This is an optimization exercise on Yosys and OpenROAD, whose aim is small area and a short achievable clock period, not a production implementation. Where RTL was checked, it was by simulation tests only, not by an equivalence proof against the original.

==> inputs of maple <==
Design mac, start of the top module:
module mac (
    input  logic clk,
    input  logic rst,
    input  logic signed [15:0] a_in,
    input  logic signed [15:0] b_in,
    input  logic acc_clear,
    output logic acc_out_valid,
    output logic signed [34:0] acc_out
);
make LEC_CHECK=0 CAP_MARGIN=20 CORE_MARGIN=2 CORE_UTILIZATION=40 SETUP_SLACK_MARGIN=2.5 SLEW_MARGIN=20 finish   # period 7.5 ns
run.sh (not shown) runs the stock make flow with config.mk's settings and CLKGATE_MAP_FILE= SYNTH_SCRIPT=/design/flow/synth_recipe.tcl, a recipe that flattens the netlist after the stock synthesis.
==> violet (differences from maple) <==
--- a/flow/config.mk
+++ b/flow/config.mk
@@ -8,5 +8,5 @@
 export CAP_MARGIN = 20
 export CORE_MARGIN = 2
 export CORE_UTILIZATION = 40
-export SETUP_SLACK_MARGIN = 2.5
+export SETUP_SLACK_MARGIN = 4
 export SLEW_MARGIN = 20
==> run summary <==
* Crit share post-route at 70.4%
* WP data required at 7770 ps
* Post-Place Cells at 1349
* P&R area growth vs syn at 26.9%
* Rel. slew slack at 57.0%
* Register Area at 1690 um^2
* Clock skew at 10.3 ps
* Status: timing/DRC/antenna clean
* Routability Congestion at 0.844
That was maple.
==> run summary <==
* WP data required at 7790 ps
* Register Area at between 1500 and 2000 um^2
* Crit share post-route at just over 70%
* Rel. slew slack at 55.0%
* Status: timing/DRC/antenna clean
* Clock skew at about 12 ps
* Routability Congestion at 0.825
That was violet.
Function was not checked in any run of this note: the RTL went through the layout flow alone.

========
==> exp/tundra <==
mac, a different RTL version from the one above (not shown whole).
export LEC_CHECK = 0
export CAP_MARGIN = 20
export CORE_MARGIN = 2
export CORE_UTILIZATION = 40
export SETUP_SLACK_MARGIN = 4.5
export SLEW_MARGIN = 60
export SYNTH_HIERARCHICAL = 1
export SYNTH_MINIMUM_KEEP_SIZE = 0
export TNS_END_PERCENT = 0
create_clock -name core_clock -period 7.5 [get_ports {clk}]
standard.sh (not shown) runs the stock make flow with config.mk's settings and CLKGATE_MAP_FILE= SYNTH_SCRIPT=/design/flow/synth_recipe.tcl, a recipe that flattens the netlist after the stock synthesis.
==> flow/flow/run.sh <==
#!/bin/bash
# Standard ORFS layout (the standard.sh, standard synthesis unchanged); the only
# difference is the cell used for the port buffers that buffer_ports inserts.
set -euo pipefail
export BUFFER_PORTS_ARGS="-buffer_cell sky130_fd_sc_hd__buf_2"
bash standard.sh > standard_flow.log 2>&1
==> exp/ember: changes against exp/tundra <==
--- a/flow/design.v
+++ b/flow/design.v
@@ -286,151 +286,15 @@
         acc_s <= '0; acc_cr <= '0; acc_out_valid <= 1'b0; t <= 2'd0;
     end else if (acc_clear) begin
         acc_s <= nxt_s; acc_cr <= nxt_cr; t <= 2'd1; acc_out_valid <= 1'b0;
     end else if (!acc_out_valid) begin
         acc_s <= nxt_s; acc_cr <= nxt_cr; t <= t + 2'd1; acc_out_valid <= (t == 2'd3);
     end
 end
-wire ao0 = &acc_s[1:0];
-wire ao1 = &acc_s[3:2];
-wire ao2 = &acc_s[5:4];
-wire ao3 = &acc_s[7:6];
-wire ao4 = &acc_s[9:8];
-wire ao5 = &acc_s[11:10];
-wire ao6 = &acc_s[13:12];
-wire ao7 = &acc_s[15:14];
-wire ao8 = &acc_s[17:16];
-wire ao9 = &acc_s[19:18];
-wire ao10 = &acc_s[21:20];
-wire ao11 = &acc_s[23:22];
-wire ao12 = &acc_s[25:24];
-wire ao13 = &acc_s[27:26];
-wire ao14 = &acc_s[29:28];
-wire ao15 = &acc_s[31:30];
-wire ao16 = &acc_s[33:32];
-wire ao17 = &acc_s[34:34];
-wire xg0 = acc_c[4] | (ao1 & acc_c[2]);
-wire xp0 = ao1 & ao0;
-wire xg1 = acc_c[8] | (ao3 & acc_c[6]);
-wire xp1 = ao3 & ao2;
-wire xg2 = acc_c[12] | (ao5 & acc_c[10]);
-wire xp2 = ao5 & ao4;
-wire xg3 = acc_c[16] | (ao7 & acc_c[14]);
-wire xp3 = ao7 & ao6;
-wire xg4 = acc_c[20] | (ao9 & acc_c[18]);
-wire xp4 = ao9 & ao8;
-wire xg5 = acc_c[24] | (ao11 & acc_c[22]);
-wire xp5 = ao11 & ao10;
-wire xg6 = acc_c[28] | (ao13 & acc_c[26]);
-wire xp6 = ao13 & ao12;
-wire xg7 = acc_c[32] | (ao15 & acc_c[30]);
-wire xp7 = ao15 & ao14;
-wire xg8 = acc_c[6] | (ao2 & xg0);
-wire xp8 = ao2 & xp0;
-wire xg9 = xg1 | (xp1 & xg0);
-wire xp9 = xp1 & xp0;
-wire xg10 = acc_c[14] | (ao6 & xg2);
-wire xp10 = ao6 & xp2;
-wire xg11 = xg3 | (xp3 & xg2);
-wire xp11 = xp3 & xp2;
-wire xg12 = acc_c[22] | (ao10 & xg4);
-wire xp12 = ao10 & xp4;
-wire xg13 = xg5 | (xp5 & xg4);
-wire xp13 = xp5 & xp4;
-wire xg14 = acc_c[30] | (ao14 & xg6);
-wire xp14 = ao14 & xp6;
-wire xg15 = xg7 | (xp7 & xg6);
-wire xp15 = xp7 & xp6;
-wire xg16 = acc_c[10] | (ao4 & xg9);
-wire xp16 = ao4 & xp9;
-wire xg17 = xg2 | (xp2 & xg9);
-wire xp17 = xp2 & xp9;
-wire xg18 = xg10 | (xp10 & xg9);
-wire xp18 = xp10 & xp9;
-wire xg19 = xg11 | (xp11 & xg9);
-wire xp19 = xp11 & xp9;
-wire xg20 = acc_c[26] | (ao12 & xg13);
-wire xp20 = ao12 & xp13;
-wire xg21 = xg6 | (xp6 & xg13);
-wire xp21 = xp6 & xp13;
-wire xg22 = xg14 | (xp14 & xg13);
-wire xp22 = xp14 & xp13;
-wire xg23 = xg15 | (xp15 & xg13);
-wire xp23 = xp15 & xp13;
-wire xg24 = acc_c[18] | (ao8 & xg19);
-wire xp24 = ao8 & xp19;
-wire xg25 = xg4 | (xp4 & xg19);
-wire xp25 = xp4 & xp19;
-wire xg26 = xg12 | (xp12 & xg19);
-wire xp26 = xp12 & xp19;
-wire xg27 = xg13 | (xp13 & xg19);
-wire xp27 = xp13 & xp19;
-wire xg28 = xg20 | (xp20 & xg19);
-wire xp28 = xp20 & xp19;
-wire xg29 = xg21 | (xp21 & xg19);
-wire xp29 = xp21 & xp19;
-wire xg30 = xg22 | (xp22 & xg19);
-wire xp30 = xp22 & xp19;
-wire xg31 = xg23 | (xp23 & xg19);
-wire xp31 = xp23 & xp19;
-wire xg32 = acc_c[34] | (ao16 & xg31);
-wire xp32 = ao16 & xp31;
-wire ci0 = 1'b0;
-assign acc_out[0] = acc_s[0] ^ (ci0);
-assign acc_out[1] = acc_s[1] ^ (ci0 & acc_s[0]);
-wire ci1 = acc_c[2];
-assign acc_out[2] = acc_s[2] ^ (ci1);
-assign acc_out[3] = acc_s[3] ^ (ci1 & acc_s[2]);
-wire ci2 = xg0;
-assign acc_out[4] = acc_s[4] ^ (ci2);
-assign acc_out[5] = acc_s[5] ^ (ci2 & acc_s[4]);
-wire ci3 = xg8;
-assign acc_out[6] = acc_s[6] ^ (ci3);
-assign acc_out[7] = acc_s[7] ^ (ci3 & acc_s[6]);
-wire ci4 = xg9;
-assign acc_out[8] = acc_s[8] ^ (ci4);
-assign acc_out[9] = acc_s[9] ^ (ci4 & acc_s[8]);
-wire ci5 = xg16;
-assign acc_out[10] = acc_s[10] ^ (ci5);
-assign acc_out[11] = acc_s[11] ^ (ci5 & acc_s[10]);
-wire ci6 = xg17;
-assign acc_out[12] = acc_s[12] ^ (ci6);
-assign acc_out[13] = acc_s[13] ^ (ci6 & acc_s[12]);
-wire ci7 = xg18;
-assign acc_out[14] = acc_s[14] ^ (ci7);
-assign acc_out[15] = acc_s[15] ^ (ci7 & acc_s[14]);
-wire ci8 = xg19;
-assign acc_out[16] = acc_s[16] ^ (ci8);
-assign acc_out[17] = acc_s[17] ^ (ci8 & acc_s[16]);
-wire ci9 = xg24;
-assign acc_out[18] = acc_s[18] ^ (ci9);
-assign acc_out[19] = acc_s[19] ^ (ci9 & acc_s[18]);
-wire ci10 = xg25;
-assign acc_out[20] = acc_s[20] ^ (ci10);
-assign acc_out[21] = acc_s[21] ^ (ci10 & acc_s[20]);
-wire ci11 = xg26;
-assign acc_out[22] = acc_s[22] ^ (ci11);
-assign acc_out[23] = acc_s[23] ^ (ci11 & acc_s[22]);
-wire ci12 = xg27;
-assign acc_out[24] = acc_s[24] ^ (ci12);
-assign acc_out[25] = acc_s[25] ^ (ci12 & acc_s[24]);
-wire ci13 = xg28;
-assign acc_out[26] = acc_s[26] ^ (ci13);
-assign acc_out[27] = acc_s[27] ^ (ci13 & acc_s[26]);
-wire ci14 = xg29;
-assign acc_out[28] = acc_s[28] ^ (ci14);
-assign acc_out[29] = acc_s[29] ^ (ci14 & acc_s[28]);
-wire ci15 = xg30;
-assign acc_out[30] = acc_s[30] ^ (ci15);
-assign acc_out[31] = acc_s[31] ^ (ci15 & acc_s[30]);
-wire ci16 = xg31;
-assign acc_out[32] = acc_s[32] ^ (ci16);
-assign acc_out[33] = acc_s[33] ^ (ci16 & acc_s[32]);
-wire ci17 = xg32;
-assign acc_out[34] = acc_s[34] ^ (ci17);
+assign acc_out = acc_s + acc_c;
 endmodule
 module mac_fa (input logic a, input logic b, input logic c, output logic s, output logic co);
     assign s = a ^ b ^ c;
     assign co = (a & b) | (c & (a ^ b));
 endmodule
 module mac_ha (input logic a, input logic b, output logic s, output logic co);
     assign s = a ^ b;
- SLEW_MARGIN: 60 -> 20
==> reports/metrics.cfg <==
[drt]
vias_per_cell = 5.50

[die]
core_sq_um = 26000

[cts]
cts_setup_buffers = 37

[sta]
max-slew-margin-rel_pct = 45.1

[final_layout]
nFillCells = 2513
layout_common_cells = xnor2_1 (146), nand2_1 (130), fa_1 (130)

[run_status]
status = timing/DRC/antenna clean

[logic_synthesis]
syn_inst = 1092

Source of the figures above: exp/ember

==> reports/metrics.cfg <==
[run_status]
status = timing/DRC/antenna clean

[final_layout]
layout_common_cells = fa_1 (132), xnor2_1 (125), nand2_1 (120)
nFillCells = 2305

[sta]
max-slew-margin-rel_pct = 68.4

[drt]
vias_per_cell = 5.43

[logic_synthesis]
syn_inst = 1011

Source of the figures above: exp/tundra

Only the layout flow was run in exp/tundra; the RTL was not checked for function there.

-- re-timing with driven ports --
In the flow no input, the clock included, has a driving cell. The finished layouts below were timed again as built, in two steps.
Step 1, drivers: a clkbuf_16 drives clk and a buf_2 each remaining input, both assumed.
Step 2 times the ports against the registers' clock, not the clock port: input delays grow and output delays shrink by t, the midpoint of the rising clock arrivals with the driver on.
Slacks: no drivers / after step 1 / after step 2; pairs: no drivers / after step 1.
| run | t (ns) | slack for setup (ns) | cell pins on the clock port's net |
|---|---|---|---|
| maple | 0.398 | 2.218 / 2.218 / 1.919 | 1 |
| violet | 0.401 | 2.123 / 2.123 / 2.123 | 1 |
| exp/tundra | 0.403 | 3.275 / 3.275 / 2.937 | 1 |
| exp/ember | 0.404 | 3.232 / 3.232 / 3.077 | 1 |
After both steps setup and hold are still met in every run listed. For exp/tundra, which loses most, drivers alone change the setup slack by 0.000 ns; drivers and shift together by -0.338 ns.
